Source: an optimization exercise on an open RTL-to-GDS flow (aim: small area and a short achievable clock period). Production flows keep margins and buffers that such runs may drop.
Only simulation tests tie the RTL to the original design; equivalence was not proved.

==> flow/design.v <==
module pe (
    input                    clk,
    input                    load,
    input                    nload,
    input  signed [7:0]      a,
    input         [11:0]      b,
    output reg signed [16:0] acc
);
    wire p3;
    wire p6;
    wire p9;
    wire p12;
    wire p15;
    wire p18;
    wire p21;
    wire p24;
    wire p27;
    wire p30;
    wire p33;
    wire p36;
    wire p39;
    wire p42;
    wire p45;
    wire p48;
    wire p51;
    wire p54;
    wire p57;
    wire p60;
    wire p63;
    wire p66;
    wire p69;
    wire p72;
    wire p75;
    wire p78;
    wire p81;
    wire p84;
    wire p87;
    wire p90;
    wire p93;
    wire p96;
    wire p99;
    wire p102;
    wire p105;
    wire p108;
    wire s111;
    wire c112;
    wire s115;
    wire c116;
    wire s119;
    wire c120;
    wire s123;
    wire c124;
    wire s127;
    wire c128;
    wire s131;
    wire c132;
    wire s135;
    wire c136;
    wire s139;
    wire c140;
    wire s143;
    wire c144;
    wire s147;
    wire c148;
    wire s151;
    wire c152;
    wire s155;
    wire c156;
    wire s159;
    wire c160;
    wire s163;
    wire c164;
    wire s167;
    wire c168;
    wire s171;
    wire c172;
    wire s175;
    wire c176;
    wire s179;
    wire c180;
    wire s183;
    wire c184;
    wire s187;
    wire c188;
    wire s191;
    wire c192;
    wire s195;
    wire c196;
    wire s199;
    wire c200;
    wire s203;
    wire c204;
    wire s207;
    wire c208;
    wire s211;
    wire c212;
    wire s215;
    wire c216;
    wire s219;
    wire c220;
    wire s223;
    wire c224;
    wire s227;
    wire c228;
    wire s231;
    wire c232;
    wire s235;
    wire c236;
    wire s239;
    wire c240;
    wire s243;
    wire c244;
    wire s247;
    wire c248;
    wire s251;
    wire c252;
    reg q0_0;
    reg q0_1;
    reg q1_1;
    reg q0_2;
    reg q1_2;
    reg q0_3;
    reg q1_3;
    reg q0_4;
    reg q1_4;
    reg q0_5;
    reg q1_5;
    reg q0_6;
    reg q1_6;
    reg q0_7;
    reg q1_7;
    reg q0_8;
    reg q1_8;
    reg q0_9;
    reg q1_9;
    reg q0_10;
    reg q1_10;
    reg q0_11;
    reg q1_11;
    reg q0_12;
    reg q1_12;
    reg q0_13;
    reg q1_13;
    reg q0_14;
    assign p3 = (b[0] & a[0]) ^ b[8];
    assign p6 = ((b[0] & a[1]) | (b[4] & a[0])) ^ b[8];
    assign p9 = ((b[0] & a[2]) | (b[4] & a[1])) ^ b[8];
    assign p12 = ((b[0] & a[3]) | (b[4] & a[2])) ^ b[8];
    assign p15 = ((b[0] & a[4]) | (b[4] & a[3])) ^ b[8];
    assign p18 = ((b[0] & a[5]) | (b[4] & a[4])) ^ b[8];
    assign p21 = ((b[0] & a[6]) | (b[4] & a[5])) ^ b[8];
    assign p24 = ((b[0] & a[7]) | (b[4] & a[6])) ^ b[8];
    assign p27 = ~(((b[0] & a[7]) | (b[4] & a[7])) ^ b[8]);
    assign p30 = (b[1] & a[0]) ^ b[9];
    assign p33 = ((b[1] & a[1]) | (b[5] & a[0])) ^ b[9];
    assign p36 = ((b[1] & a[2]) | (b[5] & a[1])) ^ b[9];
    assign p39 = ((b[1] & a[3]) | (b[5] & a[2])) ^ b[9];
    assign p42 = ((b[1] & a[4]) | (b[5] & a[3])) ^ b[9];
    assign p45 = ((b[1] & a[5]) | (b[5] & a[4])) ^ b[9];
    assign p48 = ((b[1] & a[6]) | (b[5] & a[5])) ^ b[9];
    assign p51 = ((b[1] & a[7]) | (b[5] & a[6])) ^ b[9];
    assign p54 = ~(((b[1] & a[7]) | (b[5] & a[7])) ^ b[9]);
    assign p57 = (b[2] & a[0]) ^ b[10];
    assign p60 = ((b[2] & a[1]) | (b[6] & a[0])) ^ b[10];
    assign p63 = ((b[2] & a[2]) | (b[6] & a[1])) ^ b[10];
    assign p66 = ((b[2] & a[3]) | (b[6] & a[2])) ^ b[10];
    assign p69 = ((b[2] & a[4]) | (b[6] & a[3])) ^ b[10];
    assign p72 = ((b[2] & a[5]) | (b[6] & a[4])) ^ b[10];
    assign p75 = ((b[2] & a[6]) | (b[6] & a[5])) ^ b[10];
    assign p78 = ((b[2] & a[7]) | (b[6] & a[6])) ^ b[10];
    assign p81 = ~(((b[2] & a[7]) | (b[6] & a[7])) ^ b[10]);
    assign p84 = (b[3] & a[0]) ^ b[11];
    assign p87 = ((b[3] & a[1]) | (b[7] & a[0])) ^ b[11];
    assign p90 = ((b[3] & a[2]) | (b[7] & a[1])) ^ b[11];
    assign p93 = ((b[3] & a[3]) | (b[7] & a[2])) ^ b[11];
    assign p96 = ((b[3] & a[4]) | (b[7] & a[3])) ^ b[11];
    assign p99 = ((b[3] & a[5]) | (b[7] & a[4])) ^ b[11];
    assign p102 = ((b[3] & a[6]) | (b[7] & a[5])) ^ b[11];
    assign p105 = ((b[3] & a[7]) | (b[7] & a[6])) ^ b[11];
    assign p108 = ~(((b[3] & a[7]) | (b[7] & a[7])) ^ b[11]);
    assign s111 = p3 ^ b[8];
    assign c112 = p3 & b[8];
    assign s115 = b[11] ^ p21;
    assign c116 = b[11] & p21;
    assign s119 = p24 ^ p45;
    assign c120 = p24 & p45;
    assign s123 = p27 ^ p48;
    assign c124 = p27 & p48;
    assign s127 = b[10] ^ p15;
    assign c128 = b[10] & p15;
    assign s131 = p18 ^ p39;
    assign c132 = p18 & p39;
    assign s135 = p42 ^ p63 ^ p84;
    assign c136 = (p42 & p63) | (p42 & p84) | (p63 & p84);
    assign s139 = p66 ^ p87 ^ s119;
    assign c140 = (p66 & p87) | (p66 & s119) | (p87 & s119);
    assign s143 = p69 ^ p90 ^ s123;
    assign c144 = (p69 & p90) | (p69 & s123) | (p90 & s123);
    assign s147 = p51 ^ p72 ^ p93;
    assign c148 = (p51 & p72) | (p51 & p93) | (p72 & p93);
    assign s151 = p54 ^ p75;
    assign c152 = p54 & p75;
    assign s155 = b[9] ^ p9;
    assign c156 = b[9] & p9;
    assign s159 = p12 ^ p33;
    assign c160 = p12 & p33;
    assign s163 = p36 ^ p57 ^ s127;
    assign c164 = (p36 & p57) | (p36 & s127) | (p57 & s127);
    assign s167 = p60 ^ s131 ^ c128;
    assign c168 = (p60 & s131) | (p60 & c128) | (s131 & c128);
    assign s171 = s115 ^ c132 ^ s135;
    assign c172 = (s115 & c132) | (s115 & s135) | (c132 & s135);
    assign s175 = c116 ^ c136 ^ s139;
    assign c176 = (c116 & c136) | (c116 & s139) | (c136 & s139);
    assign s179 = c120 ^ s143 ^ c140;
    assign c180 = (c120 & s143) | (c120 & c140) | (s143 & c140);
    assign s183 = c124 ^ s147 ^ c144;
    assign c184 = (c124 & s147) | (c124 & c144) | (s147 & c144);
    assign s187 = p96 ^ s151 ^ c148;
    assign c188 = (p96 & s151) | (p96 & c148) | (s151 & c148);
    assign s191 = p78 ^ p99 ^ c152;
    assign c192 = (p78 & p99) | (p78 & c152) | (p99 & c152);
    assign s195 = p81 ^ p102;
    assign c196 = p81 & p102;
    assign s199 = acc[1] ^ (q0_1);
    assign c200 = acc[1] & (q0_1);
    assign s203 = acc[2] ^ (q0_2) ^ (q1_2);
    assign c204 = (acc[2] & (q0_2)) | (acc[2] & (q1_2)) | ((q0_2) & (q1_2));
    assign s207 = acc[3] ^ (q0_3) ^ (q1_3);
    assign c208 = (acc[3] & (q0_3)) | (acc[3] & (q1_3)) | ((q0_3) & (q1_3));
    assign s211 = acc[4] ^ (q0_4) ^ (q1_4);
    assign c212 = (acc[4] & (q0_4)) | (acc[4] & (q1_4)) | ((q0_4) & (q1_4));
    assign s215 = acc[5] ^ (q0_5) ^ (q1_5);
    assign c216 = (acc[5] & (q0_5)) | (acc[5] & (q1_5)) | ((q0_5) & (q1_5));
    assign s219 = acc[6] ^ (q0_6) ^ (q1_6);
    assign c220 = (acc[6] & (q0_6)) | (acc[6] & (q1_6)) | ((q0_6) & (q1_6));
    assign s223 = acc[7] ^ (q0_7) ^ (q1_7);
    assign c224 = (acc[7] & (q0_7)) | (acc[7] & (q1_7)) | ((q0_7) & (q1_7));
    assign s227 = acc[8] ^ (q0_8) ^ (q1_8);
    assign c228 = (acc[8] & (q0_8)) | (acc[8] & (q1_8)) | ((q0_8) & (q1_8));
    assign s231 = acc[9] ^ (q0_9) ^ (q1_9);
    assign c232 = (acc[9] & (q0_9)) | (acc[9] & (q1_9)) | ((q0_9) & (q1_9));
    assign s235 = acc[10] ^ (q0_10) ^ (q1_10);
    assign c236 = (acc[10] & (q0_10)) | (acc[10] & (q1_10)) | ((q0_10) & (q1_10));
    assign s239 = acc[11] ^ (q0_11) ^ (q1_11);
    assign c240 = (acc[11] & (q0_11)) | (acc[11] & (q1_11)) | ((q0_11) & (q1_11));
    assign s243 = acc[12] ^ (q0_12) ^ (q1_12);
    assign c244 = (acc[12] & (q0_12)) | (acc[12] & (q1_12)) | ((q0_12) & (q1_12));
    assign s247 = acc[13] ^ (q0_13) ^ (q1_13);
    assign c248 = (acc[13] & (q0_13)) | (acc[13] & (q1_13)) | ((q0_13) & (q1_13));
    assign s251 = acc[14] ^ (q0_14);
    assign c252 = acc[14] & (q0_14);
    always @(posedge clk) begin
        q0_0 <= s111;
        q0_1 <= p6;
        q1_1 <= c112;
        q0_2 <= p30;
        q1_2 <= s155;
        q0_3 <= s159;
        q1_3 <= c156;
        q0_4 <= s163;
        q1_4 <= c160;
        q0_5 <= s167;
        q1_5 <= c164;
        q0_6 <= s171;
        q1_6 <= c168;
        q0_7 <= s175;
        q1_7 <= c172;
        q0_8 <= s179;
        q1_8 <= c176;
        q0_9 <= s183;
        q1_9 <= c180;
        q0_10 <= s187;
        q1_10 <= c184;
        q0_11 <= s191;
        q1_11 <= c188;
        q0_12 <= s195;
        q1_12 <= c192;
        q0_13 <= p105;
        q1_13 <= c196;
        q0_14 <= p108;
    end
    wire [16:0] r0 = {acc[16], acc[15], s251, s247, s243, s239, s235, s231, s227, s223, s219, s215, s211, s207, s203, (q1_1), acc[0]};
    wire [16:0] r1 = {1'b0, c252, c248, c244, c240, c236, c232, c228, c224, c220, c216, c212, c208, c204, c200, s199, (q0_0)};
    wire [16:0] sum = r0 + r1;
    always @(posedge clk) begin
        acc[0] <= ~load & sum[0];
        acc[1] <= ~load & sum[1];
        acc[2] <= ~load & sum[2];
        acc[3] <= ~load & sum[3];
        acc[4] <= ~load & sum[4];
        acc[5] <= ~load & sum[5];
        acc[6] <= ~load & sum[6];
        acc[7] <= ~load & sum[7];
        acc[8] <= ~nload | sum[8];
        acc[9] <= ~load & sum[9];
        acc[10] <= ~load & sum[10];
        acc[11] <= ~load & sum[11];
        acc[12] <= ~load & sum[12];
        acc[13] <= ~load & sum[13];
        acc[14] <= ~load & sum[14];
        acc[15] <= ~load & sum[15];
        acc[16] <= ~nload | sum[16];
    end
endmodule
module matrix_mul_sa_pipe #(
    parameter DW = 8
)(
    input                    clk,
    input                    rst_n,
    input                    start,
    input  signed [DW-1:0]   x_1, x_2, x_3, y_1, y_2, y_3,
    output                   p11_v, p1221_v, p132231_v, p3223_v, p33_v,
    output signed [2*DW:0]   p_1_1, p_1_2, p_1_3, p_2_1, p_2_2, p_2_3, p_3_1, p_3_2, p_3_3
);
    reg [1:0] ph;
    reg       run;
    reg       v0, v1, v2;
    always @(posedge clk or negedge rst_n) begin
        if (!rst_n) begin
            ph  <= 2'd0;
            run <= 1'b0;
            v0  <= 1'b0;
            v1  <= 1'b0;
            v2  <= 1'b0;
        end else begin
            ph  <= ph + {1'b0, start};
            run <= run | (start & (ph == 2'd3));
            v0  <= start & run & (ph == 2'd0);
            v1  <= start & run & (ph == 2'd1);
            v2  <= start & run & (ph == 2'd2);
        end
    end
    assign p11_v     = v0;
    assign p1221_v   = v1;
    assign p132231_v = v2;
    assign p3223_v   = v2;
    assign p33_v     = v2;
    reg signed [DW-1:0] x1d1, x1d2, x1d3, x2d1, x2d2, x3d1;
    reg        [11:0] y1d1, y1d2, y1d3, y2d1, y2d2, y3d1;
    wire [11:0] ye1 = {y_1[7], y_1[5], y_1[3], y_1[1], ((y_1[7] ^ y_1[6]) & ~(y_1[6] ^ y_1[5])), ((y_1[5] ^ y_1[4]) & ~(y_1[4] ^ y_1[3])), ((y_1[3] ^ y_1[2]) & ~(y_1[2] ^ y_1[1])), (y_1[1] & ~y_1[0]), (y_1[6] ^ y_1[5]), (y_1[4] ^ y_1[3]), (y_1[2] ^ y_1[1]), y_1[0]};
    wire [11:0] ye2 = {y_2[7], y_2[5], y_2[3], y_2[1], ((y_2[7] ^ y_2[6]) & ~(y_2[6] ^ y_2[5])), ((y_2[5] ^ y_2[4]) & ~(y_2[4] ^ y_2[3])), ((y_2[3] ^ y_2[2]) & ~(y_2[2] ^ y_2[1])), (y_2[1] & ~y_2[0]), (y_2[6] ^ y_2[5]), (y_2[4] ^ y_2[3]), (y_2[2] ^ y_2[1]), y_2[0]};
    wire [11:0] ye3 = {y_3[7], y_3[5], y_3[3], y_3[1], ((y_3[7] ^ y_3[6]) & ~(y_3[6] ^ y_3[5])), ((y_3[5] ^ y_3[4]) & ~(y_3[4] ^ y_3[3])), ((y_3[3] ^ y_3[2]) & ~(y_3[2] ^ y_3[1])), (y_3[1] & ~y_3[0]), (y_3[6] ^ y_3[5]), (y_3[4] ^ y_3[3]), (y_3[2] ^ y_3[1]), y_3[0]};
    always @(posedge clk) begin
        x1d1 <= x_1; x1d2 <= x1d1; x1d3 <= x1d2;
        x2d1 <= x_2; x2d2 <= x2d1;
        x3d1 <= x_3;
        y1d1 <= ye1; y1d2 <= y1d1; y1d3 <= y1d2;
        y2d1 <= ye2; y2d2 <= y2d1;
        y3d1 <= ye3;
    end
    wire [1:0] ph_nx = ph + {1'b0, start};
    reg ld1, ld2, ld3, nld1, nld2, nld3;
    always @(posedge clk) begin
        ld1  <= (ph_nx == 2'd1);
        ld2  <= (ph_nx == 2'd2);
        ld3  <= (ph_nx == 2'd3);
        nld1 <= (ph_nx != 2'd1);
        nld2 <= (ph_nx != 2'd2);
        nld3 <= (ph_nx != 2'd3);
    end
    pe pe_11 (.clk(clk), .load(ld1), .nload(nld1), .a(x1d1), .b(y1d1), .acc(p_1_1));
    pe pe_12 (.clk(clk), .load(ld2), .nload(nld2), .a(x1d2), .b(y2d1), .acc(p_1_2));
    pe pe_13 (.clk(clk), .load(ld3), .nload(nld3), .a(x1d3), .b(y3d1), .acc(p_1_3));
    pe pe_21 (.clk(clk), .load(ld2), .nload(nld2), .a(x2d1), .b(y1d2), .acc(p_2_1));
    pe pe_22 (.clk(clk), .load(ld3), .nload(nld3), .a(x2d2), .b(y2d2), .acc(p_2_2));
    pe pe_23 (.clk(clk), .load(ld3), .nload(nld3), .a(x2d2), .b(y3d1), .acc(p_2_3));
    pe pe_31 (.clk(clk), .load(ld3), .nload(nld3), .a(x3d1), .b(y1d3), .acc(p_3_1));
    pe pe_32 (.clk(clk), .load(ld3), .nload(nld3), .a(x3d1), .b(y2d2), .acc(p_3_2));
    pe pe_33 (.clk(clk), .load(ld3), .nload(nld3), .a(x3d1), .b(y3d1), .acc(p_3_3));
endmodule
==> flow/flow/run.sh <==
#!/bin/bash
# Layout flow: the standard synthesis, then the synthesized netlist is
# replaced by the gate-level netlist that flow/gen.py builds for the same RTL
# (same registers, names and cell types, taken from the standard synthesis),
# then the standard flow from floorplan to finish. Port buffers use
# buf_1; clock tree synthesis runs without dummy loads. Falls back to the standard flow if the netlist cannot be built.
set -u
R=orfs/results/sky130hd/matrix_mul_sa_pipe/base
export BUFFER_PORTS_ARGS="-buffer_cell sky130_fd_sc_hd__buf_1"
export CTS_ARGS="-sink_clustering_enable -repair_clock_nets -sink_clustering_size 20 -sink_clustering_max_diameter 50 -buf_list sky130_fd_sc_hd__clkbuf_16 -dont_use_dummy_load -sink_clustering_buffer sky130_fd_sc_hd__clkbuf_8"
if bash standard.sh synth > synth.log 2>&1 \
   && cp $R/1_2_yosys.v std_synth.v \
   && python3 flow/gen.py net std_synth.v gen_netlist.v > gen.log 2>&1; then
    cp gen_netlist.v $R/1_2_yosys.v
    rm -f $R/1_synth.odb $R/1_synth.sdc
    echo "using generated netlist" > flow_choice.log
else
    echo "generated netlist failed; standard flow" > flow_choice.log
fi
bash standard.sh > layout.log 2>&1
==> flow/flow/gen.py <==
#!/usr/bin/env python3
"""Generator for the 3x3 streaming matrix multiplier.

  python3 gen.py rtl OUTDIR            write OUTDIR/pe.v and OUTDIR/matrix_mul_sa_pipe.v
  python3 gen.py net STD.v OUT.v       write a gate-level sky130hd netlist of the same
                                       design to OUT.v, taking register instance names
                                       and cell types from the standard synthesis STD.v

The RTL and the netlist come from one description, so they match at every
register: the netlist only chooses cells and signal polarities.

Each PE(i,j) is a two-stage multiply-accumulate unit. Stage 1 forms the
Baugh-Wooley partial products of a*b and reduces them with a Dadda tree of
full/half adders to T1 rows, which are registered (some bits inverted).
Stage 2 adds those rows to base = load ? 3K : acc, with K the Baugh-Wooley
constant, so three products after a load acc holds their exact sum.
"""
import re
import sys

W = 17                      # accumulator width
T1 = 2                      # rows left after stage 1
PREFIX = "hc"                # carry-propagate adder: "ks" Kogge-Stone, "sk" Sklansky,
                             # "hc" Han-Carlson
MULT = "booth"              # "bw" Baugh-Wooley array, "booth" radix-4 Booth on b
if MULT == "bw":
    K = (1 << 16) + (1 << 15) + (1 << 8)          # a*b = tree + K (mod 2^17)
else:
    K = -((1 << 8) + (1 << 10) + (1 << 12) + (1 << 14))
K3 = (3 * K) % (1 << W)
BW = 12 if MULT == "booth" else 8                 # width of a stored b operand

# rough delays (ns) used only to order adder inputs
D_FA, D_HA, D_INV, D_G = 0.42, 0.25, 0.05, 0.12


# ----------------------------------------------------------------------------
# logical signals carry an RTL expression name and, in the netlist, a literal
# (net, pol): the net holds the value when pol == 0 and its complement when 1.
class Sig:
    def __init__(self, rtl, net, pol, t):
        self.rtl, self.net, self.pol, self.t = rtl, net, pol, t


class Builder:
    def __init__(self, prefix):
        self.prefix = prefix
        self.rtl = []          # RTL assigns
        self.rtl_wires = []
        self.cells = []        # (type, {pin: net})
        self.nets = []
        self.n = 0
        self.invs = {}

    def wire(self, kind):
        self.n += 1
        return f"{kind}{self.n}"

    def net(self):
        self.n += 1
        name = f"{self.prefix}n{self.n}"
        self.nets.append(name)
        return name

    def cell(self, typ, **pins):
        self.cells.append((typ, pins))

    def lit(self, s, pol):
        """net carrying s's value xor pol"""
        if s.pol == pol:
            return s.net
        if s.net not in self.invs:
            y = self.net()
            self.cell("inv_1", A=s.net, Y=y)
            self.invs[s.net] = y
        return self.invs[s.net]

    def rtl_assign(self, expr, kind="w"):
        name = self.wire(kind)
        self.rtl_wires.append(name)
        self.rtl.append(f"    assign {name} = {expr};")
        return name

    # --- adders on logical signals
    def fa(self, x, y, z):
        pols = [x.pol, y.pol, z.pol]
        p = 1 if sum(pols) >= 2 else 0
        t = max(s.t + (D_INV if s.pol != p else 0) for s in (x, y, z))
        a, b, c = (self.lit(s, p) for s in (x, y, z))
        so, co = self.net(), self.net()
        self.cell("fa_1", A=a, B=b, CIN=c, SUM=so, COUT=co)
        rs = self.rtl_assign(f"{x.rtl} ^ {y.rtl} ^ {z.rtl}", "s")
        rc = self.rtl_assign(f"({x.rtl} & {y.rtl}) | ({x.rtl} & {z.rtl}) | ({y.rtl} & {z.rtl})", "c")
        return Sig(rs, so, p, t + D_FA), Sig(rc, co, p, t + D_FA)

    def ha(self, x, y):
        t = max(x.t, y.t)
        so, co = self.net(), self.net()
        if x.pol == 0 and y.pol == 0:
            self.cell("ha_1", A=x.net, B=y.net, SUM=so, COUT=co)
            t += D_HA
        elif x.pol == 1 and y.pol == 1:
            self.cell("xnor2_1", A=x.net, B=y.net, Y=so)       # ~(~x ^ ~y) = ~(x ^ y)
            self.cell("or2_1", A=x.net, B=y.net, X=co)         # ~x | ~y = ~(x & y)
            t += D_G + 0.05
            rs = self.rtl_assign(f"{x.rtl} ^ {y.rtl}", "s")
            rc = self.rtl_assign(f"{x.rtl} & {y.rtl}", "c")
            return Sig(rs, so, 1, t), Sig(rc, co, 1, t)
        else:
            if x.pol == 1:
                x, y = y, x                                     # x true, y inverted
            self.cell("xnor2_1", A=x.net, B=y.net, Y=so)       # ~(x ^ ~y) = x ^ y
            self.cell("nor2b_1", A=y.net, B_N=x.net, Y=co)     # ~(~y) & x = x & y
            t += D_G + 0.05
        rs = self.rtl_assign(f"{x.rtl} ^ {y.rtl}", "s")
        rc = self.rtl_assign(f"{x.rtl} & {y.rtl}", "c")
        return Sig(rs, so, 0, t), Sig(rc, co, 0, t)

    def reduce(self, cols, final):
        """Dadda reduction of columns of Sig to at most `final` bits each."""
        ncol = len(cols)
        d = [2]
        while d[-1] < max(len(x) for x in cols):
            d.append(d[-1] * 3 // 2)
        targets = [t for t in reversed(d[:-1]) if t >= final]
        for target in targets:
            new_cols = [[] for _ in range(ncol)]
            carries = [[] for _ in range(ncol + 1)]
            for c in range(ncol):
                bits = sorted(cols[c], key=lambda s: s.t)
                h = len(bits) + len(carries[c])
                out = []
                while h > target:
                    if h - target >= 2 and len(bits) >= 3:
                        # earliest bit plus the two next best matching its polarity
                        first = bits[0]
                        rest = bits[1:]
                        rest.sort(key=lambda s: (s.t + (D_INV if s.pol != first.pol else 0)))
                        grp = [first] + rest[:2]
                        for g in grp:
                            bits.remove(g)
                        s, cy = self.fa(*grp)
                        h -= 2
                    elif len(bits) >= 2:
                        s, cy = self.ha(bits.pop(0), bits.pop(0))
                        h -= 1
                    else:
                        break
                    out.append(s)
                    if c + 1 < ncol:
                        carries[c + 1].append(cy)
                new_cols[c] = bits + out + carries[c]
            cols = new_cols
        return cols


# ----------------------------------------------------------------------------
def build_pe(prefix, a_nets, b_nets, ld_net, nld_net, acc_nets, regnames):
    """Build one PE. Returns (builder, rtl_regs, q_info, acc_d_nets).

    a_nets/b_nets: nets of operand bits (true polarity); acc_nets: Q nets of
    the accumulator flip-flops; regnames: callable giving register nets."""
    B = Builder(prefix)
    cols = [[] for _ in range(W)]
    if MULT == "bw":
        # stage 1: partial products, all carried inverted
        for i in range(8):
            for j in range(8):
                y = B.net()
                if (i == 7) != (j == 7):
                    B.cell("and2_1", A=a_nets[i], B=b_nets[j], X=y)
                    r = B.rtl_assign(f"~(a[{i}] & b[{j}])", "p")
                else:
                    B.cell("nand2_1", A=a_nets[i], B=b_nets[j], Y=y)
                    r = B.rtl_assign(f"a[{i}] & b[{j}]", "p")
                cols[i + j].append(Sig(r, y, 1, D_G))
    else:
        # radix-4 Booth: b arrives encoded as one[k] = b[k], two[k] = b[4+k],
        # neg[k] = b[8+k]; row k = (sel ^ neg) with sel = one & a[j] | two & a[j-1],
        # its top bit inverted (sign extension folded into K), plus neg at 2k
        for k in range(4):
            one, two, neg = b_nets[k], b_nets[4 + k], b_nets[8 + k]
            ro, rt, rn = f"b[{k}]", f"b[{4 + k}]", f"b[{8 + k}]"
            for j in range(9):
                ns = B.net()
                aj = a_nets[min(j, 7)]
                raj = f"a[{min(j, 7)}]"
                if j == 0:
                    B.cell("nand2_1", A=one, B=aj, Y=ns)
                    rsel = f"({ro} & {raj})"
                else:
                    am = a_nets[j - 1]
                    B.cell("a22oi_1", A1=one, A2=aj, B1=two, B2=am, Y=ns)
                    rsel = f"(({ro} & {raj}) | ({rt} & a[{j - 1}]))"
                y = B.net()
                if j < 8:
                    # x = sel ^ neg = ~(nsel ^ neg)
                    B.cell("xnor2_1", A=ns, B=neg, Y=y)
                    r = B.rtl_assign(f"{rsel} ^ {rn}", "p")
                else:
                    # the top bit enters inverted: ~x = nsel ^ neg
                    B.cell("xor2_1", A=ns, B=neg, X=y)
                    r = B.rtl_assign(f"~({rsel} ^ {rn})", "p")
                cols[2 * k + j].append(Sig(r, y, 0, D_G + 0.2))
            cols[2 * k].append(Sig(rn, neg, 0, 0.0))
        # column 0 holds x[0][0] and neg[0]; add them here so that no stage-1
        # register is a plain copy of an operand bit
        s0, c0 = B.ha(cols[0][0], cols[0][1])
        cols[0] = [s0]
        cols[1].append(c0)
    cols = B.reduce(cols, T1)
    # registered rows: register q{k}_{c} holds the row bit, inverted when its
    # literal is inverted (so the flip-flop needs no inverter)
    qregs = []       # (regname, rtl expr for D, d_net, pol)
    qsigs = [[] for _ in range(W)]
    for c in range(W):
        assert len(cols[c]) <= T1
        for k, s in enumerate(cols[c]):
            name = f"q{k}_{c}"
            expr = f"~{s.rtl}" if s.pol else s.rtl
            qnet = regnames(name)
            qregs.append((name, expr, s.net))
            qsigs[c].append(Sig(f"({'~' if s.pol else ''}{name})", qnet, s.pol, 0.0))
    # stage 2: base, nand2/nor2 give base inverted
    cols2 = [[] for _ in range(W)]
    for c in range(W):
        cols2[c].append(Sig(f"acc[{c}]", acc_nets[c], 0, 0.0))
        cols2[c].extend(qsigs[c])
    cols2 = B.reduce(cols2, 2)
    # carry-propagate adder: Sklansky prefix with polarity tracking
    g, p, h = [], [], []
    for c in range(W):
        bits = cols2[c]
        if len(bits) == 2:
            u, v = bits
            # generate g = u & v, propagate p = u | v (prefix), half sum h = u ^ v
            gn, pn, hn = B.net(), B.net(), B.net()
            if u.pol == 0 and v.pol == 0:
                B.cell("nand2_1", A=u.net, B=v.net, Y=gn)
                gs = Sig(None, gn, 1, 0)
                B.cell("nor2_1", A=u.net, B=v.net, Y=pn)
                ps = Sig(None, pn, 1, 0)
                B.cell("xor2_1", A=u.net, B=v.net, X=hn)
                hs = Sig(None, hn, 0, 0)
            elif u.pol == 1 and v.pol == 1:
                B.cell("nor2_1", A=u.net, B=v.net, Y=gn)
                gs = Sig(None, gn, 0, 0)
                B.cell("nand2_1", A=u.net, B=v.net, Y=pn)
                ps = Sig(None, pn, 0, 0)
                B.cell("xor2_1", A=u.net, B=v.net, X=hn)
                hs = Sig(None, hn, 0, 0)
            else:
                if u.pol == 1:
                    u, v = v, u
                B.cell("nor2b_1", A=v.net, B_N=u.net, Y=gn)
                gs = Sig(None, gn, 0, 0)
                B.cell("nand2b_1", A_N=u.net, B=v.net, Y=pn)
                ps = Sig(None, pn, 0, 0)
                B.cell("xnor2_1", A=u.net, B=v.net, Y=hn)
                hs = Sig(None, hn, 0, 0)
            g.append(gs)
            p.append(ps)
            h.append(hs)
        elif len(bits) == 1:
            g.append(None)
            p.append(bits[0])
            h.append(bits[0])
        else:
            g.append(None)
            p.append(None)
            h.append(None)
    # rtl for stage 2 result rows
    r0 = [cols2[c][0].rtl if len(cols2[c]) > 0 else "1'b0" for c in range(W)]
    r1 = [cols2[c][1].rtl if len(cols2[c]) > 1 else "1'b0" for c in range(W)]

    def combine(hi, lo):
        """(G,P) of hi range combined with lower range lo; None means 0 for G."""
        Gh, Ph = hi
        Gl, Pl = lo
        if Gl is None:
            G = Gh
        elif Ph is None:
            G = Gh
        elif Gh is None:
            # G = Ph & Gl
            G = and_sig(B, Ph, Gl)
        else:
            G = aoi_sig(B, Gh, Ph, Gl)
        if Ph is None or Pl is None:
            P = None
        else:
            P = and_sig(B, Ph, Pl)
        return (G, P)

    # prefix over bits 0..W-2 (carries into bits 1..W-1)
    n = W - 1
    node = [(g[i], p[i]) for i in range(n)]
    lvl = 1
    while lvl < n:
        new = list(node)
        for i in range(n):
            if PREFIX == "sk" and (i // lvl) % 2 == 1:
                new[i] = combine(node[i], node[(i // lvl) * lvl - 1])
            elif PREFIX == "ks" and i >= lvl:
                new[i] = combine(node[i], node[i - lvl])
            elif PREFIX == "hc" and i % 2 == 1 and i >= lvl:
                new[i] = combine(node[i], node[i - lvl])
        node = new
        lvl *= 2
    if PREFIX == "hc":
        # Han-Carlson: odd bits went through Kogge-Stone; even bits take one more level
        for i in range(2, n, 2):
            node[i] = combine(node[i], node[i - 1])
    carry = [None] + [node[i][0] for i in range(n)]
    # acc D = clr ? K3 : sum; ns = ~sum bit, then nor2(clr, ns) = ~clr & sum
    # or nand2(nclr, ns) = clr | sum
    acc_d = []
    for c in range(W):
        hs, cs = h[c], carry[c]
        if hs is None and cs is None:
            raise RuntimeError("constant sum bit")
        if cs is None:
            ns = B.lit(hs, 1)
        elif hs is None:
            ns = B.lit(cs, 1)
        else:
            ns = B.net()
            if hs.pol == cs.pol:
                B.cell("xnor2_1", A=hs.net, B=cs.net, Y=ns)
            else:
                B.cell("xor2_1", A=hs.net, B=cs.net, X=ns)
        y = B.net()
        if (K3 >> c) & 1:
            B.cell("nand2_1", A=nld_net, B=ns, Y=y)
        else:
            B.cell("nor2_1", A=ld_net, B=ns, Y=y)
        acc_d.append(y)
    return B, qregs, r0, r1, acc_d


def and_sig(B, x, y):
    """x & y with polarity tracking."""
    o = B.net()
    if x.pol == 0 and y.pol == 0:
        B.cell("nand2_1", A=x.net, B=y.net, Y=o)
        return Sig(None, o, 1, 0)
    if x.pol == 1 and y.pol == 1:
        B.cell("nor2_1", A=x.net, B=y.net, Y=o)
        return Sig(None, o, 0, 0)
    if x.pol == 1:
        x, y = y, x
    # x true, y inverted: x & ~ny
    B.cell("nor2b_1", A=y.net, B_N=x.net, Y=o)
    return Sig(None, o, 0, 0)


def aoi_sig(B, gh, ph, gl):
    """gh | (ph & gl) with polarity tracking."""
    o = B.net()
    pols = [gh.pol, ph.pol, gl.pol]
    pol = 1 if sum(pols) >= 2 else 0
    a1, a2, b1 = B.lit(ph, pol), B.lit(gl, pol), B.lit(gh, pol)
    if pol == 0:
        B.cell("a21oi_1", A1=a1, A2=a2, B1=b1, Y=o)
        return Sig(None, o, 1, 0)
    # inputs inverted: ~G = ngh & (nph | ngl) -> G = o21ai
    B.cell("o21ai_1", A1=a1, A2=a2, B1=b1, Y=o)
    return Sig(None, o, 0, 0)


# ----------------------------------------------------------------------------
PES = [  # name, a operand reg, b operand reg, load strobe pair
    ("pe_11", "x1d1", "y1d1", "1"),
    ("pe_12", "x1d2", "y2d1", "2"),
    ("pe_13", "x1d3", "y3d1", "3"),
    ("pe_21", "x2d1", "y1d2", "2"),
    ("pe_22", "x2d2", "y2d2", "3"),
    ("pe_23", "x2d2", "y3d1", "3"),
    ("pe_31", "x3d1", "y1d3", "3"),
    ("pe_32", "x3d1", "y2d2", "3"),
    ("pe_33", "x3d1", "y3d1", "3"),
]
# load strobe pairs: (ld register, nld register, phase of ph_nx, nld reset kind)
STROBES = {
    "1": ("ld1", "nld1", 1, None),
    "2": ("ld2", "nld2", 2, None),
    "3": ("ld3", "nld3", 3, None),
}
OPREGS = [("x1d1", "x_1"), ("x1d2", "x1d1"), ("x1d3", "x1d2"),
          ("x2d1", "x_2"), ("x2d2", "x2d1"), ("x3d1", "x_3"),
          ("y1d1", "y_1"), ("y1d2", "y1d1"), ("y1d3", "y1d2"),
          ("y2d1", "y_2"), ("y2d2", "y2d1"), ("y3d1", "y_3")]


def pe_template():
    """Build the PE once with placeholder nets to get its RTL."""
    a = [f"a[{i}]" for i in range(8)]
    b = [f"b[{i}]" for i in range(BW)]
    acc = [f"acc[{i}]" for i in range(W)]
    return build_pe("t_", a, b, "load", "nload", acc, lambda q: q)


def write_rtl(outdir):
    B, qregs, r0, r1, _ = pe_template()
    o = []
    o.append("// Generated by gen/gen.py (see gen/README.md): two-stage signed 8x8")
    o.append("// multiply-accumulate unit. Stage 1 reduces the " + ("Baugh-Wooley" if MULT == "bw" else "radix-4 Booth") + " partial products")
    o.append(f"// of a*b with a Dadda tree to {T1} rows and registers them (bits marked ~ are")
    o.append("// stored inverted). Stage 2 adds the rows to acc, or sets acc to 3K when load")
    o.append("// (nload = ~load) is high, where K is the constant left out of stage 1, so")
    o.append("// three products after a load acc holds their exact sum (mod 2^17).")
    o.append("module pe (")
    o.append("    input                    clk,")
    o.append("    input                    load,")
    o.append("    input                    nload,")
    o.append("    input  signed [7:0]      a,")
    o.append(f"    input         [{BW - 1}:0]      b,")
    o.append("    output reg signed [16:0] acc")
    o.append(");")
    for w in B.rtl_wires:
        o.append(f"    wire {w};")
    for name, _, _ in qregs:
        o.append(f"    reg {name};")
    o.extend(B.rtl)
    o.append("    always @(posedge clk) begin")
    for name, expr, _ in qregs:
        o.append(f"        {name} <= {expr};")
    o.append("    end")
    o.append("    wire [16:0] r0 = {" + ", ".join(reversed(r0)) + "};")
    o.append("    wire [16:0] r1 = {" + ", ".join(reversed(r1)) + "};")
    o.append("    wire [16:0] sum = r0 + r1;")
    o.append("    always @(posedge clk) begin")
    for c in range(W):
        if (K3 >> c) & 1:
            o.append(f"        acc[{c}] <= ~nload | sum[{c}];")
        else:
            o.append(f"        acc[{c}] <= ~load & sum[{c}];")
    o.append("    end")
    o.append("endmodule")
    open(f"{outdir}/pe.v", "w").write("\n".join(o) + "\n")
    open(f"{outdir}/matrix_mul_sa_pipe.v", "w").write(top_rtl())


def booth_enc_exprs(y):
    """RTL expressions of the 12 stored Booth bits of port y: one[0..3],
    two[0..3], neg[0..3]."""
    one, two, nneg = [], [], []
    for k in range(4):
        if k == 0:
            one.append(f"{y}[0]")
            two.append(f"({y}[1] & ~{y}[0])")
        else:
            one.append(f"({y}[{2 * k}] ^ {y}[{2 * k - 1}])")
            two.append(f"(({y}[{2 * k + 1}] ^ {y}[{2 * k}]) & ~({y}[{2 * k}] ^ {y}[{2 * k - 1}]))")
        nneg.append(f"{y}[{2 * k + 1}]")
    return one + two + nneg


def top_rtl():
    t = TOP_RTL.replace("@BW1@", str(BW - 1))
    if MULT == "booth":
        enc = ["    // y operands are stored radix-4 Booth encoded: bits 3:0 one, 7:4 two,",
               "    // 11:8 sign of each digit"]
        for i in (1, 2, 3):
            ex = booth_enc_exprs(f"y_{i}")
            enc.append(f"    wire [11:0] ye{i} = {{" + ", ".join(reversed(ex)) + "};")
        t = t.replace("@YENC@", "\n".join(enc) + "\n")
        for i in (1, 2, 3):
            t = t.replace(f"@Y{i}@", f"ye{i}")
    else:
        t = t.replace("@YENC@", "")
        for i in (1, 2, 3):
            t = t.replace(f"@Y{i}@", f"y_{i}")
    return t


TOP_RTL = """// 3x3 matrix multiplier on a skewed stream, one matrix pair every 4 cycles.
module matrix_mul_sa_pipe #(
    parameter DW = 8
)(
    input                    clk,
    input                    rst_n,
    input                    start,
    input  signed [DW-1:0]   x_1, x_2, x_3, y_1, y_2, y_3,
    output                   p11_v, p1221_v, p132231_v, p3223_v, p33_v,
    output signed [2*DW:0]   p_1_1, p_1_2, p_1_3, p_2_1, p_2_2, p_2_3, p_3_1, p_3_2, p_3_3
);
    // window phase: ph = cycle mod 4 once start is high; run set from cycle 4;
    // results of window n are valid in cycles 4n+5, 4n+6, 4n+7
    reg [1:0] ph;
    reg       run;
    reg       v0, v1, v2;
    always @(posedge clk or negedge rst_n) begin
        if (!rst_n) begin
            ph  <= 2'd0;
            run <= 1'b0;
            v0  <= 1'b0;
            v1  <= 1'b0;
            v2  <= 1'b0;
        end else begin
            ph  <= ph + {1'b0, start};
            run <= run | (start & (ph == 2'd3));
            v0  <= start & run & (ph == 2'd0);
            v1  <= start & run & (ph == 2'd1);
            v2  <= start & run & (ph == 2'd2);
        end
    end
    assign p11_v     = v0;
    assign p1221_v   = v1;
    assign p132231_v = v2;
    assign p3223_v   = v2;
    assign p33_v     = v2;

    // operand delay lines (no reset: only values from the current stream are used)
    reg signed [DW-1:0] x1d1, x1d2, x1d3, x2d1, x2d2, x3d1;
    reg        [@BW1@:0] y1d1, y1d2, y1d3, y2d1, y2d2, y3d1;
@YENC@    always @(posedge clk) begin
        x1d1 <= x_1; x1d2 <= x1d1; x1d3 <= x1d2;
        x2d1 <= x_2; x2d2 <= x2d1;
        x3d1 <= x_3;
        y1d1 <= @Y1@; y1d2 <= y1d1; y1d3 <= y1d2;
        y2d1 <= @Y2@; y2d2 <= y2d1;
        y3d1 <= @Y3@;
    end

    // PE(i,j) accumulates in phases max(i,j) + 1 .. max(i,j) + 3; in phase
    // max(i,j), after its result was shown, it is set to its start value. The
    // load strobes (and their complements) are registered from the next phase.
    wire [1:0] ph_nx = ph + {1'b0, start};
    reg ld1, ld2, ld3, nld1, nld2, nld3;
    always @(posedge clk) begin
        ld1  <= (ph_nx == 2'd1);
        ld2  <= (ph_nx == 2'd2);
        ld3  <= (ph_nx == 2'd3);
        nld1 <= (ph_nx != 2'd1);
        nld2 <= (ph_nx != 2'd2);
        nld3 <= (ph_nx != 2'd3);
    end

    pe pe_11 (.clk(clk), .load(ld1), .nload(nld1), .a(x1d1), .b(y1d1), .acc(p_1_1));
    pe pe_12 (.clk(clk), .load(ld2), .nload(nld2), .a(x1d2), .b(y2d1), .acc(p_1_2));
    pe pe_13 (.clk(clk), .load(ld3), .nload(nld3), .a(x1d3), .b(y3d1), .acc(p_1_3));
    pe pe_21 (.clk(clk), .load(ld2), .nload(nld2), .a(x2d1), .b(y1d2), .acc(p_2_1));
    pe pe_22 (.clk(clk), .load(ld3), .nload(nld3), .a(x2d2), .b(y2d2), .acc(p_2_2));
    pe pe_23 (.clk(clk), .load(ld3), .nload(nld3), .a(x2d2), .b(y3d1), .acc(p_2_3));
    pe pe_31 (.clk(clk), .load(ld3), .nload(nld3), .a(x3d1), .b(y1d3), .acc(p_3_1));
    pe pe_32 (.clk(clk), .load(ld3), .nload(nld3), .a(x3d1), .b(y2d2), .acc(p_3_2));
    pe pe_33 (.clk(clk), .load(ld3), .nload(nld3), .a(x3d1), .b(y3d1), .acc(p_3_3));
endmodule
"""


# ----------------------------------------------------------------------------
PORT_NETS = {"p11_v", "p1221_v", "p132231_v", "p3223_v", "p33_v"}


def esc(name):
    return "\\" + name + " "


def write_net(std_path, out_path):
    # registers of the standard synthesis: base name -> (instance name, cell)
    std = {}
    for m in re.finditer(r"(sky130_fd_sc_hd__d\w+)\s+\\(\S+)\s*\(", open(std_path).read()):
        cell, inst = m.group(1), m.group(2)
        base = inst.split("$")[0]
        std[base] = (inst, cell)
    cells = []       # (type, inst, pins)
    nets = set()
    regs_used = {}

    def reg(base, d, q, reset=None):
        if base not in std:
            raise RuntimeError(f"register {base} not in standard synthesis")
        inst, cell = std[base]
        if reset is True:
            reset = "r"
        want = {None: "dfxtp", "r": "dfrtp", "s": "dfstp"}[reset]
        if not cell.startswith(f"sky130_fd_sc_hd__{want}"):
            raise RuntimeError(f"register {base} is {cell}, expected {want}")
        pins = {"CLK": "clk", "D": d, "Q": q}
        if reset == "r":
            pins["RESET_B"] = "rst_n"
        elif reset == "s":
            pins["SET_B"] = "rst_n"
        cells.append((cell[len("sky130_fd_sc_hd__"):], esc(inst), pins))
        regs_used[base] = True

    cnt = [0]

    def gate(typ, **pins):
        cnt[0] += 1
        cells.append((typ, f"_g{cnt[0]}_", pins))

    def net(name):
        nets.add(name)
        return name

    # operand registers
    opq = {}
    for r, src in OPREGS:
        opq[r] = [net(f"{r}_q{i}") for i in range(BW if r[0] == "y" else 8)]
    enc = {}
    if MULT == "booth":
        for yi in ("y_1", "y_2", "y_3"):
            e = [net(f"{yi}_e{i}") for i in range(12)]
            b = [f"{yi}[{i}]" for i in range(8)]
            for k in range(4):
                e[8 + k] = b[2 * k + 1]          # sign bits are stored as they come
                if k == 0:
                    e[0] = b[0]
                    gate("nor2b_1", A=b[0], B_N=b[1], Y=e[4])
                else:
                    x = net(f"{yi}_x{k}")
                    gate("xor2_1", A=b[2 * k], B=b[2 * k - 1], X=e[k])
                    gate("xnor2_1", A=b[2 * k + 1], B=b[2 * k], Y=x)
                    gate("nor2_1", A=e[k], B=x, Y=e[4 + k])
            enc[yi] = e
    for r, src in OPREGS:
        for i in range(len(opq[r])):
            if src in enc:
                d = enc[src][i]
            elif src.startswith(("x_", "y_")):
                d = f"{src}[{i}]"
            else:
                d = opq[src][i]
            reg(f"{r}[{i}]", d, opq[r][i])
    # control
    ph = [net("ph_q0"), net("ph_q1")]
    run, v0, v1 = net("run_q"), "p11_v", "p1221_v"
    v2 = "p132231_v"
    phd = [net("ph_d0"), net("ph_d1")]
    t0 = net("ph_t")
    gate("xor2_1", A="ph_q0", B="start", X=phd[0])
    gate("and2_1", A="ph_q0", B="start", X=t0)
    gate("xor2_1", A="ph_q1", B=t0, X=phd[1])
    reg("ph[0]", phd[0], ph[0], True)
    reg("ph[1]", phd[1], ph[1], True)
    rund = net("run_d")
    gate("a31o_1", A1="start", A2=ph[0], A3=ph[1], B1=run, X=rund)
    reg("run", rund, run, True)
    for v, vd, g in ((v0, "v0_d", None), (v1, "v1_d", None), (v2, "v2_d", None)):
        net(vd)
    gate("and4bb_1", A_N=ph[0], B_N=ph[1], C="start", D=run, X="v0_d")
    gate("and4b_1", A_N=ph[1], B=ph[0], C="start", D=run, X="v1_d")
    gate("and4b_1", A_N=ph[0], B=ph[1], C="start", D=run, X="v2_d")
    reg("v0", "v0_d", v0, True)
    reg("v1", "v1_d", v1, True)
    reg("v2", "v2_d", v2, True)
    gate("buf_1", A=v2, X="p3223_v")
    gate("buf_1", A=v2, X="p33_v")
    # ph_nx == 2, 3, 0 and complements
    for n_ in ("eq1", "ne1", "eq2", "ne2", "eq3", "ne3"):
        net(n_)
    gate("nor2b_1", A=phd[1], B_N=phd[0], Y="eq1")         # ph_nx == 1
    gate("nand2b_1", A_N=phd[1], B=phd[0], Y="ne1")
    gate("nor2b_1", A=phd[0], B_N=phd[1], Y="eq2")         # ph_nx == 2
    gate("nand2b_1", A_N=phd[0], B=phd[1], Y="ne2")
    gate("and2_1", A=phd[0], B=phd[1], X="eq3")            # ph_nx == 3
    gate("nand2_1", A=phd[0], B=phd[1], Y="ne3")
    ld, nld = {}, {}
    for key, (lr, nr, ph_, nk) in STROBES.items():
        ld[key] = net(f"{lr}_q")
        nld[key] = net(f"{nr}_q")
        if lr not in regs_used:
            reg(lr, f"eq{ph_}", ld[key])
        reg(nr, f"ne{ph_}", nld[key], nk)
    # PEs
    outname = {"pe_11": "p_1_1", "pe_12": "p_1_2", "pe_13": "p_1_3",
               "pe_21": "p_2_1", "pe_22": "p_2_2", "pe_23": "p_2_3",
               "pe_31": "p_3_1", "pe_32": "p_3_2", "pe_33": "p_3_3"}
    for name, ra, rb, grp in PES:
        acc = [f"{outname[name]}[{c}]" for c in range(W)]
        qnets = {}

        def regnames(q, name=name, qnets=qnets):
            qnets[q] = net(f"{name}_{q}")
            return qnets[q]
        B, qregs, _, _, acc_d = build_pe(f"{name}_", opq[ra], opq[rb], ld[grp], nld[grp], acc, regnames)
        for n_ in B.nets:
            nets.add(n_)
        for typ, pins in B.cells:
            cnt[0] += 1
            cells.append((typ, f"_g{cnt[0]}_", pins))
        for q, expr, dnet in qregs:
            reg(f"{name}.{q}", dnet, qnets[q])
        for c in range(W):
            reg(f"{name}.acc[{c}]", acc_d[c], acc[c])
    # drop gates whose outputs drive nothing (registers always stay)
    outs = ("X", "Y", "SUM", "COUT")
    while True:
        used = set()
        for typ, inst, pins in cells:
            for k, v in pins.items():
                if k not in outs and k != "Q":
                    used.add(v)
        keep = []
        for cell in cells:
            typ, inst, pins = cell
            o_ = [v for k, v in pins.items() if k in outs]
            if o_ and not typ.startswith("d") and not any(v in used or v in PORT_NETS or v.startswith("p_") for v in o_):
                continue
            keep.append(cell)
        if len(keep) == len(cells):
            break
        cells[:] = keep
    # size flip-flops by fanout (the drive strength may differ from synthesis)
    fo = {}
    for typ, inst, pins in cells:
        for k, v in pins.items():
            if k not in ("X", "Y", "Q", "SUM", "COUT"):
                fo[v] = fo.get(v, 0) + 1
    for idx, (typ, inst, pins) in enumerate(cells):
        if typ.startswith(("dfxtp", "dfrtp", "dfstp")):
            n_ = fo.get(pins["Q"], 0)
            if n_ > 20:
                cells[idx] = (typ[:5] + "_4", inst, pins)
            elif n_ > 10:
                cells[idx] = (typ[:5] + "_2", inst, pins)
    missing = set(std) - set(regs_used)
    if missing:
        raise RuntimeError(f"standard registers not built: {sorted(missing)[:5]}")
    # write
    o = []
    ports = ["clk", "rst_n", "start", "x_1", "x_2", "x_3", "y_1", "y_2", "y_3",
             "p11_v", "p1221_v", "p132231_v", "p3223_v", "p33_v"] + \
            [f"p_{i}_{j}" for i in (1, 2, 3) for j in (1, 2, 3)]
    o.append("module matrix_mul_sa_pipe(" + ", ".join(ports) + ");")
    for p_ in ("clk", "rst_n", "start"):
        o.append(f"  input {p_};")
    for p_ in ("x_1", "x_2", "x_3", "y_1", "y_2", "y_3"):
        o.append(f"  input [7:0] {p_};")
    for p_ in ("p11_v", "p1221_v", "p132231_v", "p3223_v", "p33_v"):
        o.append(f"  output {p_};")
    for i in (1, 2, 3):
        for j in (1, 2, 3):
            o.append(f"  output [16:0] p_{i}_{j};")
    for n_ in sorted(nets):
        o.append(f"  wire {n_};")
    for typ, inst, pins in cells:
        conns = ", ".join(f".{k}({v})" for k, v in pins.items())
        o.append(f"  sky130_fd_sc_hd__{typ} {inst}({conns});")
    o.append("endmodule")
    open(out_path, "w").write("\n".join(o) + "\n")
    from collections import Counter
    cc = Counter(t for t, _, _ in cells)
    sys.stderr.write("cells: " + ", ".join(f"{k} {v}" for k, v in sorted(cc.items())) + "\n")


if __name__ == "__main__":
    if sys.argv[1] == "rtl":
        write_rtl(sys.argv[2])
    elif sys.argv[1] == "net":
        write_net(sys.argv[2], sys.argv[3])
==> flow/standard.sh <==
#!/bin/bash
# synth_recipe.tcl (not shown) runs the flow's synth.tcl, then flattens the netlist and writes it again
# the make line also repeats each setting of config.mk as NAME=value (left out here)
make -C /OpenROAD-flow-scripts/flow DESIGN_CONFIG=/design/flow/config.mk WORK_HOME=/design/flow/orfs CLKGATE_MAP_FILE= SYNTH_SCRIPT=/design/flow/synth_recipe.tcl "${@:-finish}"
==> flow/config.mk <==
export PLATFORM = sky130hd
export DESIGN_NAME = matrix_mul_sa_pipe
export DESIGN_NICKNAME = matrix_mul_sa_pipe
export VERILOG_FILES = /design/flow/design.v
export SDC_FILE = /design/flow/constraint.sdc
export NUM_CORES = 4
export LEC_CHECK = 0
export CAP_MARGIN = 20
export CORE_MARGIN = 2
export CORE_UTILIZATION = 40
export CTS_BUF_LIST = sky130_fd_sc_hd__clkbuf_16
export CTS_CLUSTER_DIAMETER = 80
export CTS_CLUSTER_SIZE = 25
export SETUP_SLACK_MARGIN = 3.2
export SLEW_MARGIN = 20
export TNS_END_PERCENT = 100
==> flow/constraint.sdc <==
create_clock -name core_clock -period 5.5 [get_ports {clk}]
set_input_delay 1.1000 -clock core_clock [delete_from_list [all_inputs] [get_ports {clk}]]
set_output_delay 1.1000 -clock core_clock [all_outputs]
set_load 0.01 [all_outputs]
==> out/results.tsv, run 1 <==
stage	metric	value	unit
sta	setup_tns	0	ns
sta	hold_viol_final	0	
global_route	grt_pass1_vias	19863	
layout	nets	3433	
drt	drc	0	
die	die_w	270.3	um
placement	port_buffers	208	
layout	area_delta_synth_final	12.81	%
clocking	cts-root-buf	clkbuf_16	
worst_setup_path	worstSetupStartpointType	flop	
placement	pre_cts_ws	3.148	ns
worst_setup_path	cp-end-kind	output port	
sta	min_period	2.253	ns
clocking	clk_latency	0.60	ns
drt	via_per_inst	5.013	
sta	maxSlewViolCount	0	
synthesis	synthesis.area	28370	um2
die	io_pins	209	
drt	wire_per_inst	17.54	um
clocking	cts_made_buffers	66	
worst_setup_path	path_buf_inv	1	
sta	finalSetupViolCount	0	
global_route	grt_pass1_wl	110500	um
synthesis	synthesis.nets	3135	
die	dieArea	73070	um2
drt	ant_nets	0	
global_route	grt.total_usage	0.1900	
synthesis	synthesis.instances	2760	
worst_setup_path	path_delay_family	flip-flops	
sta	finalCritPeriodShare	0.4097	
sta	skew	0.06911	ns
drt	vias	20030	
worst_setup_path	worstPathRequired	4.40	ns
worst_setup_path	arrival	1.15	ns
clocking	cts_max_level	3	
placement	dp_hpwl	50600	um
run	cap_violations	0	
worst_setup_path	path_cells	buf_2	
sta	rsz0062_at_grt	yes	
die	die_h	270.3	um
worst_setup_path	critical_path_class	reg2out	
synthesis	ys_warn_count	2	
global_route	overflow	0	
die	start_util	0.4044	
drt	drtIter0Drc	1028	
worst_setup_path	cp_max_fo	2	
sta	max_slew_margin	0.4250	
hold_path	hold_class	in2async	
clocking	cts_buffer_depth	3	
synthesis	syn_avg_cell_area	10.28	um2
die	core-area	70150	um2
run_status	status	timing/DRC/antenna clean	
clocking	cts.clk_slew.worst_paths	0.09	ns
die	rows	97	
layout	n_antenna_cell	0	
sta	tightest_slew	0.8625	ns
sta	hold_ws	0.3876	ns
sta	timing.fmax	443.8	MHz
layout	final_layout_size_suffix_gt1_frac	0.1011	
clocking	tritoncts	yes	
placement	gp_congestion	0.8700	
global_route	grt_max_degree	71	
sta	fin_ws	3.247	ns
global_route	antenna_found_initial	3	
drt	drt-pass1-iter-count	5	
worst_setup_path	r2r-start	pe_23.acc[2]$_DFF_P_	
worst_setup_path	max_stage_delay	0.41	ns
clocking	clock_sinks	537	
placement	dp.cells	3907	
worst_setup_path	crit_slowest_cell	dfxtp_2	
drt	finalWirelength	70090	um
worst_setup_path	crit_start	pe_12.acc[11]$_DFF_P_	
layout	stdcell_count	3996	
## final cells by class
class | count | area (um2)
Clock buffer | 66 | 1010
Fill cell | 6832 | 38150
Inverter | 45 | 168.9
Multi-Input combinational cell | 2176 | 17580
Sequential cell | 537 | 11000
Tap cell | 940 | 1176
Timing Repair Buffer | 232 | 1066
## path summary, 6_finish.rpt
path / to / slack, ns / cells past startpoint
max in group asynchronous: v2$_DFF_PN0_ / 4.87 / 1
hold / removal: v0$_DFF_PN0_ / 0.39 / 1
min in group core_clock: y1d2[4]$_DFF_P_ / 0.42 / 0
hold reg to reg: y1d2[4]$_DFF_P_ / 0.42 / 0
setup reg to reg: pe_23.acc[9]$_DFF_P_ / 3.28 / 9
setup / recovery: p_1_2[11] / 3.25 / 1
## metal layers
metal / wire, um / vias up / track usage
li1: - / 9885 / -
met1: 32120 / 9550 / 0.2612
met2: 32460 / 505 / 0.3019
met3: 3770 / 84 / 0.03485
met4: 1703 / 6 / 0.06223
met5: 41 / - / 0
## stage by stage
stage	area (um2)	util
floorplan	28370	-
global placement	30330	0.4323
detailed placement	30330	0.4323
CTS	31460	0.4484
global route	32000	0.4562
finish	32000	0.4562
## timing repair
action                     CTS  global route
setup endpoints to repair   47           109
hold buffers                 0             0
buffers inserted             4            19
resized for setup           50           127
gates cloned                 0             0
hold endpoints to repair     0             0
pin swaps                    0             9
## sequential cells by signal, summed over array words and instances, names as in the netlist, 12 cells and up
| signal | cells |
|---|---|
| pe_12.acc | 17 |
| pe_11.acc | 17 |
| y3d1 | 12 |
| y1d3 | 12 |
| y2d2 | 12 |
| pe_31.acc | 17 |
| pe_13.acc | 17 |
| pe_21.acc | 17 |
| y1d2 | 12 |
| y1d1 | 12 |
| pe_23.acc | 17 |
| pe_22.acc | 17 |
| pe_33.acc | 17 |
| y2d1 | 12 |
| pe_32.acc | 17 |
## cell usage in the layout (no fill, tap or decap), drive strengths merged, types with 5 or more instances in the layout
cell	count
a21oi	99
nand2	253
dfxtp	531
ha	108
xnor2	387
fa	216
nor2	378
clkbuf	76
inv	45
buf	222
a22oi	288
nor2b	5
xor2	245
o21ai	189
dfrtp	6
==> inputs of run 2 (changes only) <==
--- a/flow/flow/run.sh
+++ b/flow/flow/run.sh
@@ -7,7 +7,7 @@
 set -u
 R=orfs/results/sky130hd/matrix_mul_sa_pipe/base
 export BUFFER_PORTS_ARGS="-buffer_cell sky130_fd_sc_hd__buf_1"
-export CTS_ARGS="-sink_clustering_enable -repair_clock_nets -sink_clustering_size 20 -sink_clustering_max_diameter 50 -buf_list sky130_fd_sc_hd__clkbuf_16 -dont_use_dummy_load -sink_clustering_buffer sky130_fd_sc_hd__clkbuf_8"
+export CTS_ARGS="-sink_clustering_enable -repair_clock_nets -sink_clustering_size 16 -sink_clustering_max_diameter 55 -buf_list sky130_fd_sc_hd__clkbuf_16 -dont_use_dummy_load -sink_clustering_buffer sky130_fd_sc_hd__clkbuf_8"
 if bash standard.sh synth > synth.log 2>&1 \
    && cp $R/1_2_yosys.v std_synth.v \
    && python3 flow/gen.py net std_synth.v gen_netlist.v > gen.log 2>&1; then
==> out/results.tsv, run 2 <==
stage	metric	value	unit	change
global_route	grt_pass1_vias	19819		-0.22%
sta	timing.fmax	444.1	MHz	about the same
worst_setup_path	worstPathRequired	4.40	ns	about the same
clocking	cts_made_buffers	54		-18%
global_route	grt_pass1_wl	110400	um	-0.15%
worst_setup_path	crit_slowest_cell	dfxtp_1		
global_route	antenna_found_initial	3		unchanged
sta	min_period	2.252	ns	-0.001690 ns
global_route	overflow	0		unchanged
drt	drc	0		unchanged
global_route	grt.total_usage	0.1886		-0.001385
synthesis	synthesis.area	28370	um2	unchanged
drt	via_per_inst	5.018		+0.10%
worst_setup_path	path_cells	buf_1		
worst_setup_path	cp-end-kind	output port		
hold_path	hold_class	in2async		
sta	finalSetupViolCount	0		unchanged
die	io_pins	209		unchanged
placement	port_buffers	208		unchanged
worst_setup_path	worstSetupStartpointType	flop		
worst_setup_path	arrival	1.15	ns	about the same
run_status	status	timing/DRC/antenna clean		
clocking	tritoncts	yes		
clocking	cts.clk_slew.worst_paths	0.08	ns	about the same
global_route	grt_max_degree	71		unchanged
layout	nets	3422		-0.32%
layout	n_antenna_cell	0		unchanged
worst_setup_path	path_buf_inv	1		unchanged
synthesis	synthesis.nets	3135		unchanged
clocking	cts_buffer_depth	3		unchanged
sta	hold_viol_final	0		unchanged
layout	area_delta_synth_final	12.36	%	
clocking	cts_max_level	2		-1
clocking	cts_hold_buffers	0		unchanged
drt	drtIter0Drc	1049		+2.0%
drt	ant_nets	0		unchanged
placement	dp.cells	3907		unchanged
placement	place_area	30330	um2	unchanged
synthesis	syn_avg_cell_area	10.28	um2	unchanged
die	dieArea	73070	um2	unchanged
placement	dp_hpwl	50600	um	unchanged
worst_setup_path	path_delay_family	flip-flops		
sta	setup_tns	0	ns	unchanged
layout	design_area	31880	um2	-0.40%
worst_setup_path	r2r-end	pe_23.acc[15]$_DFF_P_		
drt	finalWirelength	69980	um	-0.16%
drt	drt-pass1-iter-count	5		unchanged
sta	tightest_slew	0.8715	ns	+0.008968 ns
placement	gp_congestion	0.8700		unchanged
sta	skew	0.05532	ns	-0.01378 ns
worst_setup_path	critical_path_class	reg2out		
layout	final_cell_mix	dfxtp_1 (403), xnor2_1 (387), nor2_1 (353), a22oi_1 (288), nand2_1 (253)		
layout	fillCellCount	6851		+0.28%
clocking	cts-root-buf	clkbuf_16		
layout	final_common_cell	dfxtp_1		
worst_setup_path	r2r-start	pe_23.acc[3]$_DFF_P_		
clocking	clock_sinks	537		unchanged
worst_setup_path	reg2reg_slack	3.29	ns	about the same
sta	rsz0062_at_grt	yes		
layout	final_layout_size_suffix_gt1_frac	0.1100		+0.008904
die	rows	97		unchanged
layout	stdcell_count	3985		-0.28%
worst_setup_path	rr_worst_depth	9		unchanged
synthesis	ys_warn_count	2		unchanged
sta	finalCritPeriodShare	0.4094		about the same
clocking	clk_latency	0.59	ns	about the same
die	die_w	270.3	um	unchanged
worst_setup_path	max_stage_delay	0.41	ns	about the same
run	cap_violations	0		unchanged
sta	maxSlewViolCount	0		unchanged
drt	wire_per_inst	17.56	um	+0.12%
worst_setup_path	cp_max_fo	2		unchanged
drt	vias	19995		-0.17%
sta	max_slew_margin	0.4190		-0.005979
die	start_util	0.4044		unchanged
die	core-area	70150	um2	unchanged
die	die_h	270.3	um	unchanged
synthesis	synthesis.instances	2760		unchanged
run 2: worst max path at each step:
stage | start | end | slack (ns) | cells after the start
finish | pe_33.acc[13]$_DFF_P_ | p_3_3[13] | 3.25 | 1
global route | pe_23.acc[3]$_DFF_P_ | pe_23.acc[11]$_DFF_P_ | 3.10 | 9
CTS | pe_12.acc[7]$_DFF_P_ | p_1_2[7] | 3.17 | 1
detailed placement | x3d1[7]$_DFF_P_ | pe_32.q0_8$_DFF_P_ | 3.15 | 5
global placement | y2d1[0]$_DFF_P_ | pe_12.q0_8$_DFF_P_ | 3.17 | 5
floorplan | x3d1[7]$_DFF_P_ | pe_32.q0_8$_DFF_P_ | 3.34 | 5
run 2: routing by layer:
layer,global-route usage,share of wire,up-vias,wire length [um]
li1,-,-,9859,-
met1,0.2616,0.46,9527,32110
met2,0.3004,0.46,495,32060
met3,0.03254,0.053,108,3740
met4,0.05757,0.029,6,2032
met5,0,0.00049,-,34
run 2: final cells by class:
cell class	count	area, um2	share of cell area
Timing Repair Buffer	233	1095	0.03435
Sequential cell	537	11020	0.3458
Clock buffer	54	799.5	0.02508
Multi-Input combinational cell	2176	17610	0.5526
Tap cell	940	1176	0.03690
Inverter	45	168.9	0.005299
run 2: timing repair:
item                                    CTS  global route
resized for setup                        58           156
pin swaps                                 0             6
buffers inserted                          4            20
endpoints found under the setup margin   56           127
run 2: per-stage QoR:
| stage | util | setup WS, ns | hold WS, ns |
|---|---|---|---|
| 2_1_floorplan | - | 3.344 | 0.3582 |
| 3_3_place_gp | 0.4323 | 3.172 | 0.3927 |
| 3_5_place_dp | 0.4323 | 3.148 | 0.3881 |
| 4_1_cts | 0.4455 | 3.170 | 0.3725 |
| 5_1_grt | 0.4544 | 3.096 | 0.4051 |
| 6_report | 0.4544 | 3.248 | 0.4087 |

-- port drivers added, routing unchanged --
In the flow no input, the clock included, has a driving cell. The finished layouts below were timed again as built, in two steps.
Step 1 assumes that a clkbuf_16 drives the clock port and a buf_2 every other input.
Step 2 moves the port delays by t, midway between the first and last clock arrival at a register: inputs arrive t later, outputs are due t later. That takes back most of the time a late clock gives input paths.
a / b / c = no drivers / after step 1 / after step 2; a / b = the first two.
| run | t (ns) | slack for setup (ns) | worst slew at a driven data input, ns |
|---|---|---|---|
| run 1 | 0.623 | 3.247 / 3.187 / 3.277 | 0.11 |
| run 2 | 0.615 | 3.248 / 3.190 / 3.293 | 0.10 |
After both steps setup and hold are still met in every run listed.
